Context: an optimization exercise on an open-source flow, tuned for small area and a short achievable clock period. The choices shown serve that exercise and are no tape-out recipe.
The clock port is modelled as an ideal driver; clocking choices that lean on that would not hold on a real chip.
Power is estimated from default activity; no workload was simulated.

==> inputs of run a <==
## pe_mac
module pe_mac #(
  parameter int WA       = 16,
  parameter int WB       = 16,
  parameter int ACCW     = 40,
  parameter int MULT_LAT = 1,
  parameter int ADD_LAT  = 0
) (
  input  logic                    clk,
  input  logic                    rst_n,
  input  logic                    in_valid,
  output logic                    in_ready,
  input  logic signed [WA-1:0]    a_in,
  input  logic signed [WB-1:0]    b_in,
  input  logic signed [ACCW-1:0]  psum_in,
  output logic                    out_valid,
  input  logic                    out_ready,
  output logic signed [WA-1:0]    a_out,
  output logic signed [WB-1:0]    b_out,
  output logic signed [ACCW-1:0]  psum_out
);
  logic        acc;
  logic [15:0] A, B;
  logic [39:0] P;
  logic [39:0] S;
  logic [3:0]  V;
  logic [39:0] psum_off;
  assign in_ready = out_ready;
  assign acc      = in_valid & out_ready;
  assign psum_off = {psum_in[39:32], ~psum_in[31], psum_in[30:0]};
  logic [7:0] BN, BO, bn_in, bo_in;
  assign bn_in[0] = b_in[1];
  assign bo_in[0] = b_in[0] ^ 1'b0;
  assign bn_in[1] = b_in[3];
  assign bo_in[1] = b_in[2] ^ b_in[1];
  assign bn_in[2] = b_in[5];
  assign bo_in[2] = b_in[4] ^ b_in[3];
  assign bn_in[3] = b_in[7];
  assign bo_in[3] = b_in[6] ^ b_in[5];
  assign bn_in[4] = b_in[9];
  assign bo_in[4] = b_in[8] ^ b_in[7];
  assign bn_in[5] = b_in[11];
  assign bo_in[5] = b_in[10] ^ b_in[9];
  assign bn_in[6] = b_in[13];
  assign bo_in[6] = b_in[12] ^ b_in[11];
  assign bn_in[7] = b_in[15];
  assign bo_in[7] = b_in[14] ^ b_in[13];
  always_ff @(posedge clk) begin
    if (!rst_n) begin
      A  <= '0;
      BN <= '0;
  ...
Settings: LEC_CHECK=0, ABC_AREA=1, CAP_MARGIN=20, CORE_MARGIN=2, CORE_UTILIZATION=68, CTS_BUF_LIST=sky130_fd_sc_hd__clkbuf_8, SETUP_SLACK_MARGIN=3.15, SLEW_MARGIN=20, SYNTH_HIERARCHICAL=1, SYNTH_MINIMUM_KEEP_SIZE=0, TNS_END_PERCENT=10; clock period 6.0 ns.
standard.sh (not shown) runs the stock make flow with config.mk's settings and CLKGATE_MAP_FILE= SYNTH_SCRIPT=/design/flow/synth_recipe.tcl, a recipe that flattens the netlist after the stock synthesis.
==> flow/flow/run.sh <==
#!/bin/bash
# Own flow: the standard layout (standard.sh, unchanged synthesis) with
#  - the port buffers made of the smallest buffer cell (buf_1), and
#  - useful skew for the internal M registers (flow/skew.tcl, run as the
#    PRE_CTS_TCL hook: it wraps clock_tree_synthesis and delays the clock of
#    Ms/Mc, which have no path from an input or to an output).
set -euo pipefail
here=$(pwd)
export BUFFER_PORTS_ARGS="-buffer_cell sky130_fd_sc_hd__buf_1"
export PRE_CTS_TCL="$here/flow/skew.tcl"

export SKEW_CELLS="clkbuf_2 clkbuf_4"
export CTS_ARGS="-sink_clustering_enable -repair_clock_nets -buf_list sky130_fd_sc_hd__clkbuf_8 -dont_use_dummy_load"
bash standard.sh > standard.log 2>&1
==> flow/flow/skew.tcl <==
# Useful skew for the register-to-register paths A,B -> M -> S: the clock of
# the M registers (Ms, Mc), whose D and Q pins connect only to other
# registers through logic, is delayed by a chain of clock buffers after CTS,
# so the multiply stage borrows time from the accumulate stage.
rename clock_tree_synthesis my_cts_orig
proc clock_tree_synthesis {args} {
  my_cts_orig {*}$args
  # buffer cells of the delay chain, from the tree's leaf net to the registers
  set cells [expr {[info exists ::env(SKEW_CELLS)] ? $::env(SKEW_CELLS) : "clkbuf_2 clkbuf_4"}]
  set groups [dict create]
  foreach inst [get_cells -quiet {Ms[* Mc[*}] {
    set pin [get_pins -of_objects $inst -filter "name==CLK"]
    set net [get_nets -of_objects $pin]
    dict lappend groups [get_full_name $net] [list $pin [sta::sta_to_db_inst $inst]]
  }
  set block [ord::get_db_block]
  set k 0
  dict for {netname items} $groups {
    set xs 0; set ys 0; set pins {}
    foreach it $items {
      lappend pins [lindex $it 0]
      set bb [[lindex $it 1] getBBox]
      set xs [expr {$xs + (([$bb xMin] + [$bb xMax]) / 2)}]; set ys [expr {$ys + (([$bb yMin] + [$bb yMax]) / 2)}]
    }
    set n [llength $pins]
    set dbu [$block getDbUnitsPerMicron]
    set loc [list [expr {$xs / $n / double($dbu)}] [expr {$ys / $n / double($dbu)}]]
    set cur $netname
    # a stronger last buffer for a large group keeps the clock pin slew low
    set big [expr {[info exists ::env(SKEW_BIG)] ? $::env(SKEW_BIG) : 6}]
    set chain $cells
    if {$n > $big} { set chain [lreplace $chain end end clkbuf_8] }
    set s 0
    foreach cell $chain {
      insert_buffer -buffer_cell sky130_fd_sc_hd__$cell -net $cur -load_pins $pins -location $loc \
        -buffer_name skewbuf_${k}_$s -net_name skewnet_${k}_$s
      incr s
      set cur [get_full_name [get_nets -of_objects [lindex $pins 0]]]
    }
    puts "skew: $n M register clock pins of $netname behind $chain"
    incr k
  }
}
==> run b: changes against run a <==
--- a/flow/flow/run.sh
+++ b/flow/flow/run.sh
@@ -11,3 +11,3 @@
 
-export SKEW_CELLS="clkbuf_2 clkbuf_4"
+export SKEW_CELLS="clkdlybuf4s25_1 clkbuf_4"
 export CTS_ARGS="-sink_clustering_enable -repair_clock_nets -buf_list sky130_fd_sc_hd__clkbuf_8 -dont_use_dummy_load"
--- a/flow/config.mk
+++ b/flow/config.mk
@@ -12,3 +12,3 @@
 export CTS_BUF_LIST = sky130_fd_sc_hd__clkbuf_8
-export SETUP_SLACK_MARGIN = 3.15
+export SETUP_SLACK_MARGIN = 3.25
 export SLEW_MARGIN = 20
==> qor summary <==
item                                                                           run b                  run a
GR Util met1                                                                   0.477                  0.482
CP Capture Point                                                               S[16]                 Ms[13]
Total of fill cells in the finished design                                      1110                   1152
Hold Slack                                                                    216 ps                 311 ps
Sequential power                                                             1.62 mW                1.61 mW
Cell count of the worst reg-to-reg path                                           11                      6
CP Max Fanout                                                                      4                     18
Clock network latency to the later pin of the worst-skew pair                 870 ps                 700 ps
Int Power                                                                    3.15 mW                2.87 mW
Synth-to-layout area growth                                                    16.2%                  15.2%
Detailed route wirelength on metal3                                          2910 µm                2810 µm
Result of the run                                           timing/DRC/antenna clean  timing/DRC/antenna clean
Min setup slack post-route                                                   3100 ps                3140 ps
Worst-path cell with the longest stage delay                   sky130_fd_sc_hd__fa_2  sky130_fd_sc_hd__fa_1
Net total in the final layout                                                   1717                   1735
First DRT Iteration DRCs                                                         877                    813
Cell Pwr Density                                                          396 nW/µm²             366 nW/µm²
Leakage power of the design                                                  5.61 nW                5.72 nW
Worst reg2reg startpoint                                                       Mc[7]                  BO[6]
Multi-input gates                                                                955                    956
Worst-case vdd ir drop                                                      0.288 mV               0.269 mV
Part of the total power dissipated in sequential elements                      0.298                  0.322
Crit path DAT                                                                3200 ps                3430 ps
Global-route wire length before repair                                      49100 µm               49500 µm
Share of the cycle needed by the critical path after routing                   0.484                  0.477
Required time reported for the critical path endpoint                        6300 ps                6560 ps
Via-to-Cell Ratio                                                               5.96                   5.81
No functional check of the RTL was part of any run of this note.

## what the ideal ports hide
In the flow no input, the clock included, has a driving cell. The finished layouts below were timed again as built, in two steps.
Step 1 assumes that a clkbuf_16 drives the clock port and a buf_2 every other input.
Step 2, shift: input delay + t, output delay - t, t = (earliest + latest rising clock arrival at the registers) / 2. This alone moves slack from input paths to output paths.
a / b / c = no drivers / after step 1 / after step 2; a / b = the first two.
run	t (ns)	setup slack, ns	hold WS [ns]	clock arrival spread, ns
run a	0.596	3.138 / 3.138 / 2.798	0.311 / 0.311 / 0.311	0.283 / 0.283
run b	0.679	3.098 / 3.098 / 2.682	0.216 / 0.216 / 0.216	0.461 / 0.462
In run b the clock reaches the registers at very different times; t lies between them, and the last value is a rough guide only. For run b, which loses most, drivers alone change the setup slack by 0.000 ns; drivers and shift together by -0.416 ns.
